This design comes from an exercise in tuning for small area and a short achievable clock period on the open sky130 flow, not from production work. In this exercise RTL edits were held to simulation tests only and were not proved equivalent to the original.

## cordic
module cordic(clk, angle, sine, cosine);
  input clk;
  input signed [31:0] angle;
  output signed [15:0] sine;
  output signed [15:0] cosine;
  reg [31:0] a0;
  always @(posedge clk) a0 <= angle;
  wire dk_1 = ~a0[29];
  wire zp1_p0 = a0[0] ^ 1'b1;
  wire zp1_g0 = a0[0] & 1'b1;
  wire zp1_p1 = a0[1] ^ 1'b0;
  wire zp1_g1 = a0[1] & 1'b0;
  wire zp1_p2 = a0[2] ^ 1'b1;
  wire zp1_g2 = a0[2] & 1'b1;
  wire zp1_p3 = a0[3] ^ 1'b1;
  wire zp1_g3 = a0[3] & 1'b1;
  wire zp1_p4 = a0[4] ^ 1'b1;
  wire zp1_g4 = a0[4] & 1'b1;
  wire zp1_p5 = a0[5] ^ 1'b0;
  wire zp1_g5 = a0[5] & 1'b0;
  wire zp1_p6 = a0[6] ^ 1'b0;
  wire zp1_g6 = a0[6] & 1'b0;
  wire zp1_p7 = a0[7] ^ 1'b0;
  wire zp1_g7 = a0[7] & 1'b0;
  wire zp1_p8 = a0[8] ^ 1'b1;
  wire zp1_g8 = a0[8] & 1'b1;
  wire zp1_p9 = a0[9] ^ 1'b0;
  wire zp1_g9 = a0[9] & 1'b0;
  wire zp1_p10 = a0[10] ^ 1'b1;
  wire zp1_g10 = a0[10] & 1'b1;
  wire zp1_p11 = a0[11] ^ 1'b0;
  wire zp1_g11 = a0[11] & 1'b0;
  wire zp1_p12 = a0[12] ^ 1'b0;
  wire zp1_g12 = a0[12] & 1'b0;
  wire zp1_p13 = a0[13] ^ 1'b0;
  wire zp1_g13 = a0[13] & 1'b0;
  wire zp1_p14 = a0[14] ^ 1'b0;
  wire zp1_g14 = a0[14] & 1'b0;
  wire zp1_p15 = a0[15] ^ 1'b0;
  wire zp1_g15 = a0[15] & 1'b0;
  wire zp1_p16 = a0[16] ^ 1'b0;
  wire zp1_g16 = a0[16] & 1'b0;
  ...
Size in the first run: ~3100 cells after synthesis, ~29000 sq um of cells after synthesis.
clock: 3.5 ns
lec_check: 0
cap_margin: 20
core_margin: 2
core_utilization: 40
cts_cluster_diameter: 100
cts_cluster_size: 30
setup_slack_margin: 1.0
slew_margin: 20
run.sh (not shown) runs the stock make flow with config.mk's settings and CLKGATE_MAP_FILE= SYNTH_SCRIPT=/design/flow/synth_recipe.tcl, a recipe that flattens the netlist after the stock synthesis.
The baseline went through all stages and came out clean.
Change:
--- a/flow/config.mk
+++ b/flow/config.mk
@@ -9,5 +9,6 @@
 export CORE_MARGIN = 2
-export CORE_UTILIZATION = 40
+export CORE_UTILIZATION = 60
 export CTS_CLUSTER_DIAMETER = 100
 export CTS_CLUSTER_SIZE = 30
+export PLACE_DENSITY = 0.75
 export SETUP_SLACK_MARGIN = 1.0
Die area falls by 33%.
Cell count shrinks by 7.6%.
Via count grows by 5.8%.
Synthesized area does not change.
First-iteration DRC count came out higher by 16%.
Maximum frequency is about the same.
Critical path depth does not change.
Core utilization rose by 22 points.
Count of clock-buffer cells in the layout decreases by 7.
Change:
==> flow/flow/run.sh (new file) <==
#!/bin/bash
# The standard layout (the standard.sh, standard synthesis unchanged), with two
# changes to how the layout is made:
#  - port buffers are buf_2 cells instead of the delay cell buffer_ports picks by default;
#  - the resizer may swap a cell for any cell of the same function, not only one
#    of the same footprint.
set -uo pipefail
export BUFFER_PORTS_ARGS="-buffer_cell sky130_fd_sc_hd__buf_2"
bash standard.sh MATCH_CELL_FOOTPRINT=0 finish > standard.log 2>&1
status=$?
exit $status
==> flow/standard.sh (new file) <==
#!/bin/bash
# synth_recipe.tcl (not shown) runs the flow's synth.tcl, then flattens the netlist and writes it again
# the make line also repeats each setting of config.mk as NAME=value (left out here)
make -C /OpenROAD-flow-scripts/flow DESIGN_CONFIG=/design/flow/config.mk WORK_HOME=/design/flow/orfs CLKGATE_MAP_FILE= SYNTH_SCRIPT=/design/flow/synth_recipe.tcl "${@:-finish}"
--- a/flow/config.mk
+++ b/flow/config.mk
@@ -9,7 +9,6 @@
 export CORE_MARGIN = 2
-export CORE_UTILIZATION = 60
+export CORE_UTILIZATION = 40
 export CTS_CLUSTER_DIAMETER = 100
 export CTS_CLUSTER_SIZE = 30
-export PLACE_DENSITY = 0.75
-export SETUP_SLACK_MARGIN = 1.0
+export SETUP_SLACK_MARGIN = 1.4
 export SLEW_MARGIN = 20
removed: flow/run.sh
The changed run ran to the end with no violations.
Routed wire length goes down by about 3.2%.
Register-to-register slack is about the same.
Change:
==> flow/flow/run.sh (replaced) <==
#!/bin/bash
# Own layout flow: the standard flow (standard.sh) with these changes to how
# the layout is made:
#  1. synthesis is the standard synthesis script (synth_recipe.tcl), but ABC
#     maps the logic without the slow 4-high stacked cells (patch_abc.py);
#     registers are mapped before ABC, so they are the standard synthesis's;
#  2. port buffers are buf_2 cells instead of the delay cell buffer_ports picks;
#  3. the resizer may swap a cell for any cell of the same function.
# Each step's full output goes to a log file in this folder.
set -uo pipefail
here=$(pwd)
rm -rf "$here/myscripts"
cp -r "$FLOW_HOME/scripts" "$here/myscripts"
python3 flow/patch_abc.py "$here/myscripts/synth_preamble.tcl" > patch.log 2>&1 || exit 1
bash standard.sh SCRIPTS_DIR="$here/myscripts" synth > synth.log 2>&1 || exit 1
export BUFFER_PORTS_ARGS="-buffer_cell sky130_fd_sc_hd__buf_2"
bash standard.sh MATCH_CELL_FOOTPRINT=0 finish > layout.log 2>&1
==> flow/flow/patch_abc.py (new file) <==
# Adds -dont_use for the slow 4-high stacked cells to ABC's arguments only.
import sys
p = sys.argv[1]
s = open(p).read()
anchor = 'set abc_args [list -script $abc_script \\\n  {*}$lib_args {*}$lib_dont_use_args -constr $::env(OBJECTS_DIR)/abc.constr]\n'
assert anchor in s, "anchor not found"
cells = ("a2111o a2111oi o2111a o2111ai a311o a311oi o311a o311ai a41o a41oi o41a o41ai "
         "or4 or4b or4bb nor4 nor4b nor4bb and4 and4b and4bb a221o a221oi o221a o221ai "
         "a222oi a32o a32oi o32a o32ai").split()
extra = "foreach c {%s} {\n  lappend abc_args -dont_use sky130_fd_sc_hd__${c}_*\n}\n" % " ".join(cells)
open(p, "w").write(s.replace(anchor, anchor + extra))
print("patched", p)
--- a/flow/config.mk
+++ b/flow/config.mk
@@ -12,3 +12,3 @@
 export CTS_CLUSTER_SIZE = 30
-export SETUP_SLACK_MARGIN = 1.4
+export SETUP_SLACK_MARGIN = 1.0
 export SLEW_MARGIN = 20
The new run ran to the end with no violations. Critical path depth fell by 5. Area after synthesis rose by 2.7%. Cell count fell by 1.1%. Routed wire length fell by 4.3%. Clock skew hardly moves. Maximum frequency rose by 2.2%. Via count fell by 2.4%. Core utilization fell by 6.4 points. Worst setup slack gains 53 ps.

---

Setup of 11-12:
Another version of the RTL of cordic (not shown whole).
Size in the first run: roughly 3300 cells after synthesis, ~520 flip-flops, roughly 65 I/O pins, roughly 28000 um^2 of cells after synthesis.
==> flow/config.mk <==
export PLATFORM = sky130hd
export DESIGN_NAME = cordic
export DESIGN_NICKNAME = cordic
export VERILOG_FILES = /design/flow/design.v
export SDC_FILE = /design/flow/constraint.sdc
export NUM_CORES = 4
export LEC_CHECK = 0
export CAP_MARGIN = 20
export CORE_MARGIN = 2
export CORE_UTILIZATION = 40
export CTS_CLUSTER_DIAMETER = 100
export CTS_CLUSTER_SIZE = 30
export SETUP_SLACK_MARGIN = 1.45
export SLEW_MARGIN = 20
==> flow/constraint.sdc <==
create_clock -name core_clock -period 3.5 [get_ports {clk}]
set_input_delay 0.7000 -clock core_clock [delete_from_list [all_inputs] [get_ports {clk}]]
set_output_delay 0.7000 -clock core_clock [all_outputs]
set_load 0.01 [all_outputs]
standard.sh (not shown) runs the stock make flow with config.mk's settings and CLKGATE_MAP_FILE= SYNTH_SCRIPT=/design/flow/synth_recipe.tcl, a recipe that flattens the netlist after the stock synthesis.
==> flow/flow/run.sh <==
#!/bin/bash
# Own layout flow: the standard flow (standard.sh) with these changes to how
# the layout is made:
#  1. synthesis is the standard synthesis script (synth_recipe.tcl), but ABC
#     maps the logic without the slow 4-high stacked cells (patch_abc.py) and
#     without first mapping adders to fa/ha cells (ADDER_MAP_FILE empty);
#     registers are mapped before ABC, so they are the standard synthesis's;
#  2. port buffers are buf_2 cells instead of the delay cell buffer_ports picks;
#  3. the resizer may swap a cell for any cell of the same function.
# Each step's full output goes to a log file in this folder.
set -uo pipefail
here=$(pwd)
rm -rf "$here/myscripts"
cp -r "$FLOW_HOME/scripts" "$here/myscripts"
python3 flow/patch_abc.py "$here/myscripts/synth_preamble.tcl" > patch.log 2>&1 || exit 1
bash standard.sh SCRIPTS_DIR="$here/myscripts" ADDER_MAP_FILE= synth > synth.log 2>&1 || exit 1
export BUFFER_PORTS_ARGS="-buffer_cell sky130_fd_sc_hd__buf_2"
bash standard.sh MATCH_CELL_FOOTPRINT=0 finish > layout.log 2>&1
==> flow/flow/patch_abc.py <==
# Adds -dont_use for the slow 4-high stacked cells to ABC's arguments only.
import sys
p = sys.argv[1]
s = open(p).read()
anchor = 'set abc_args [list -script $abc_script \\\n  {*}$lib_args {*}$lib_dont_use_args -constr $::env(OBJECTS_DIR)/abc.constr]\n'
assert anchor in s, "anchor not found"
cells = ("a2111o a2111oi o2111a o2111ai a311o a311oi o311a o311ai a41o a41oi o41a o41ai "
         "or4 or4b or4bb nor4 nor4b nor4bb and4 and4b and4bb a221o a221oi o221a o221ai "
         "a222oi a32o a32oi o32a o32ai").split()
extra = "foreach c {%s} {\n  lappend abc_args -dont_use sky130_fd_sc_hd__${c}_*\n}\n" % " ".join(cells)
open(p, "w").write(s.replace(anchor, anchor + extra))
print("patched", p)
Setup changes, 11-12 to 05-17
- a change of SETUP_SLACK_MARGIN from 1.45 to 1.2
diff --git a/flow/flow/run.sh b/flow/flow/run.sh
--- a/flow/flow/run.sh
+++ b/flow/flow/run.sh
@@ -5 +5 @@
-#     maps the logic without the slow 4-high stacked cells (patch_abc.py) and
+#     maps the logic without the slow 4-high stacked cells and a few slow two-stage cells (patch_abc.py) and
diff --git a/flow/flow/patch_abc.py b/flow/flow/patch_abc.py
--- a/flow/flow/patch_abc.py
+++ b/flow/flow/patch_abc.py
@@ -9 +9 @@
-         "a222oi a32o a32oi o32a o32ai").split()
+         "a222oi a32o a32oi o32a o32ai maj3 or3 or3b and3b o31a a31o o2bb2a a2bb2o").split()
05-17 has width of the die above what 11-12 had.
Re clock tree buffer count of the final layout: 05-17 and 11-12 aren't equal, and the higher value belongs to 11-12.
Changes observed in 05-17 relative to 11-12: sum of overflow across all layers after global routing comparable, die area increased by about 1.1% relative to the old numbers, maximum frequency saw an increase.
11-12 vs 05-17, worst setup path endpoint: z7[24] vs x7[15]
Delta (05-17 minus 11-12): final routed wirelength across all metal layers went down, fraction of the core area covered by cells at the end of the flow went down.
05-17 ended with every stage complete and zero timing, DRC or antenna violations.

---

cordic again, from the RTL that the note above started with.
export LEC_CHECK = 0
export CAP_MARGIN = 20
export CORE_MARGIN = 2
export CORE_UTILIZATION = 40
export CTS_CLUSTER_DIAMETER = 100
export CTS_CLUSTER_SIZE = 30
export SETUP_SLACK_MARGIN = 1.3
export SLEW_MARGIN = 20
create_clock -name core_clock -period 3.5 [get_ports {clk}]
==> flow/flow/run.sh <==
#!/bin/bash
# Own layout flow: the standard flow (standard.sh) with these changes to how
# the layout is made:
#  1. synthesis is the standard synthesis script (synth_recipe.tcl), but ABC
#     maps the logic without the slow 4-high stacked cells (patch_abc.py) and
#     without first mapping adders to fa/ha cells (ADDER_MAP_FILE empty);
#     registers are mapped before ABC, so they are the standard synthesis's;
#  2. port buffers are buf_2 cells instead of the delay cell buffer_ports picks;
#  3. the resizer may swap a cell for any cell of the same function.
# Each step's full output goes to a log file in this folder.
set -uo pipefail
here=$(pwd)
rm -rf "$here/myscripts"
cp -r "$FLOW_HOME/scripts" "$here/myscripts"
python3 flow/patch_abc.py "$here/myscripts/synth_preamble.tcl" > patch.log 2>&1 || exit 1
bash standard.sh SCRIPTS_DIR="$here/myscripts" ADDER_MAP_FILE= synth > synth.log 2>&1 || exit 1
export BUFFER_PORTS_ARGS="-buffer_cell sky130_fd_sc_hd__buf_2"
bash standard.sh MATCH_CELL_FOOTPRINT=0 finish > layout.log 2>&1
==> flow/flow/patch_abc.py <==
# Adds -dont_use for the slow 4-high stacked cells to ABC's arguments only.
import sys
p = sys.argv[1]
s = open(p).read()
anchor = 'set abc_args [list -script $abc_script \\\n  {*}$lib_args {*}$lib_dont_use_args -constr $::env(OBJECTS_DIR)/abc.constr]\n'
assert anchor in s, "anchor not found"
cells = ("a2111o a2111oi o2111a o2111ai a311o a311oi o311a o311ai a41o a41oi o41a o41ai "
         "or4 or4b or4bb nor4 nor4b nor4bb and4 and4b and4bb a221o a221oi o221a o221ai "
         "a222oi a32o a32oi o32a o32ai").split()
extra = "foreach c {%s} {\n  lappend abc_args -dont_use sky130_fd_sc_hd__${c}_*\n}\n" % " ".join(cells)
open(p, "w").write(s.replace(anchor, anchor + extra))
print("patched", p)
==> next run, changes <==
--- a/flow/flow/run.sh
+++ b/flow/flow/run.sh
@@ -3,5 +3,5 @@
 # the layout is made:
 #  1. synthesis is the standard synthesis script (synth_recipe.tcl), but ABC
-#     maps the logic without the slow 4-high stacked cells (patch_abc.py) and
+#     maps the logic without the slow 4-high stacked cells and a few slow two-stage cells (patch_abc.py) and
 #     without first mapping adders to fa/ha cells (ADDER_MAP_FILE empty);
 #     registers are mapped before ABC, so they are the standard synthesis's;
--- a/flow/flow/patch_abc.py
+++ b/flow/flow/patch_abc.py
@@ -7,5 +7,5 @@
 cells = ("a2111o a2111oi o2111a o2111ai a311o a311oi o311a o311ai a41o a41oi o41a o41ai "
          "or4 or4b or4bb nor4 nor4b nor4bb and4 and4b and4bb a221o a221oi o221a o221ai "
-         "a222oi a32o a32oi o32a o32ai").split()
+         "a222oi a32o a32oi o32a o32ai maj3 or3 or3b and3b o31a a31o o2bb2a a2bb2o").split()
 extra = "foreach c {%s} {\n  lappend abc_args -dont_use sky130_fd_sc_hd__${c}_*\n}\n" % " ".join(cells)
 open(p, "w").write(s.replace(anchor, anchor + extra))
Outcome: The new run passed the timing, DRC and antenna checks; clock skew went down by 5.6 ps; worst setup slack is better by 120 ps; register-to-register slack gains 120 ps; die area rises by 1.1%; cell count went up by 1.2%; sequential share of layout area came out higher by 0.34 points; flip-flop and latch count stays the same.
==> next run, changes <==
- SETUP_SLACK_MARGIN: 1.3 -> 1.4
Effect: The new run produced a clean layout. Hold slack stays flat. Maximum frequency is lower by a few percent. Setup slack loses 78 ps. Via count rises by a few percent. Final area came out higher by a few percent. Non-clock buffer count rises by 56. First-iteration DRC count goes up by about a fifth. Routed wire length rose by a few percent. Final cell count goes up slightly.
==> next run, changes <==
- SETUP_SLACK_MARGIN: 1.4 -> 1.15
Clock skew went up by 3.1 ps.
Cell count went down by 3.4%.
Register-to-register slack is better by 30 ps.
Worst setup slack gets better by 25 ps.
Die area does not change.
Wire length decreases by 8.5%.
Maximum frequency came out higher by 1.1%.

==> separate check: timing with driven ports <==
In the flow no input, the clock included, has a driving cell. The finished layouts below were timed again as built, in two steps. Step 1: set_driving_cell puts a clkbuf_16 on clk and a buf_2 on each other input, an assumption about the parent block. Step 2 also shifts input and output timing later by t, the mid clock arrival at the registers, as if the neighbouring blocks saw the same clock. Three values: no drivers, after step 1, after step 2; two values: the first two.
run | t, ns | slack for setup (ns) | worst setup path at the end | worst slew at a driven data input, ns | cell pins on the clock port's net
the first run of note 1 | 0.651 | 1.012 / 1.012 / 1.012 | register to register | 0.05 | 1
the second run of note 1 | 0.624 | 1.008 / 1.008 / 1.008 | register to register | 0.05 | 1
the third run of note 1 | 0.659 | 1.002 / 1.002 / 1.002 | register to register | 0.04 | 1
the fourth run of note 1 | 0.646 | 1.055 / 1.055 / 1.055 | register to register | 0.04 | 1
11-12 | 0.627 | 1.148 / 1.148 / 1.148 | register to register | 0.05 | 1
05-17 | 0.635 | 1.176 / 1.176 / 1.176 | register to register | 0.05 | 1
the first run of note 3 | 0.639 | 1.140 / 1.140 / 1.140 | register to register | 0.05 | 1
the second run of note 3 | 0.636 | 1.260 / 1.260 / 1.260 | register to register | 0.05 | 1
the third run of note 3 | 0.647 | 1.182 / 1.182 / 1.182 | register to register | 0.05 | 1
the fourth run of note 3 | 0.635 | 1.207 / 1.207 / 1.207 | register to register | 0.06 | 1
After both steps setup and hold are still met in every run listed.
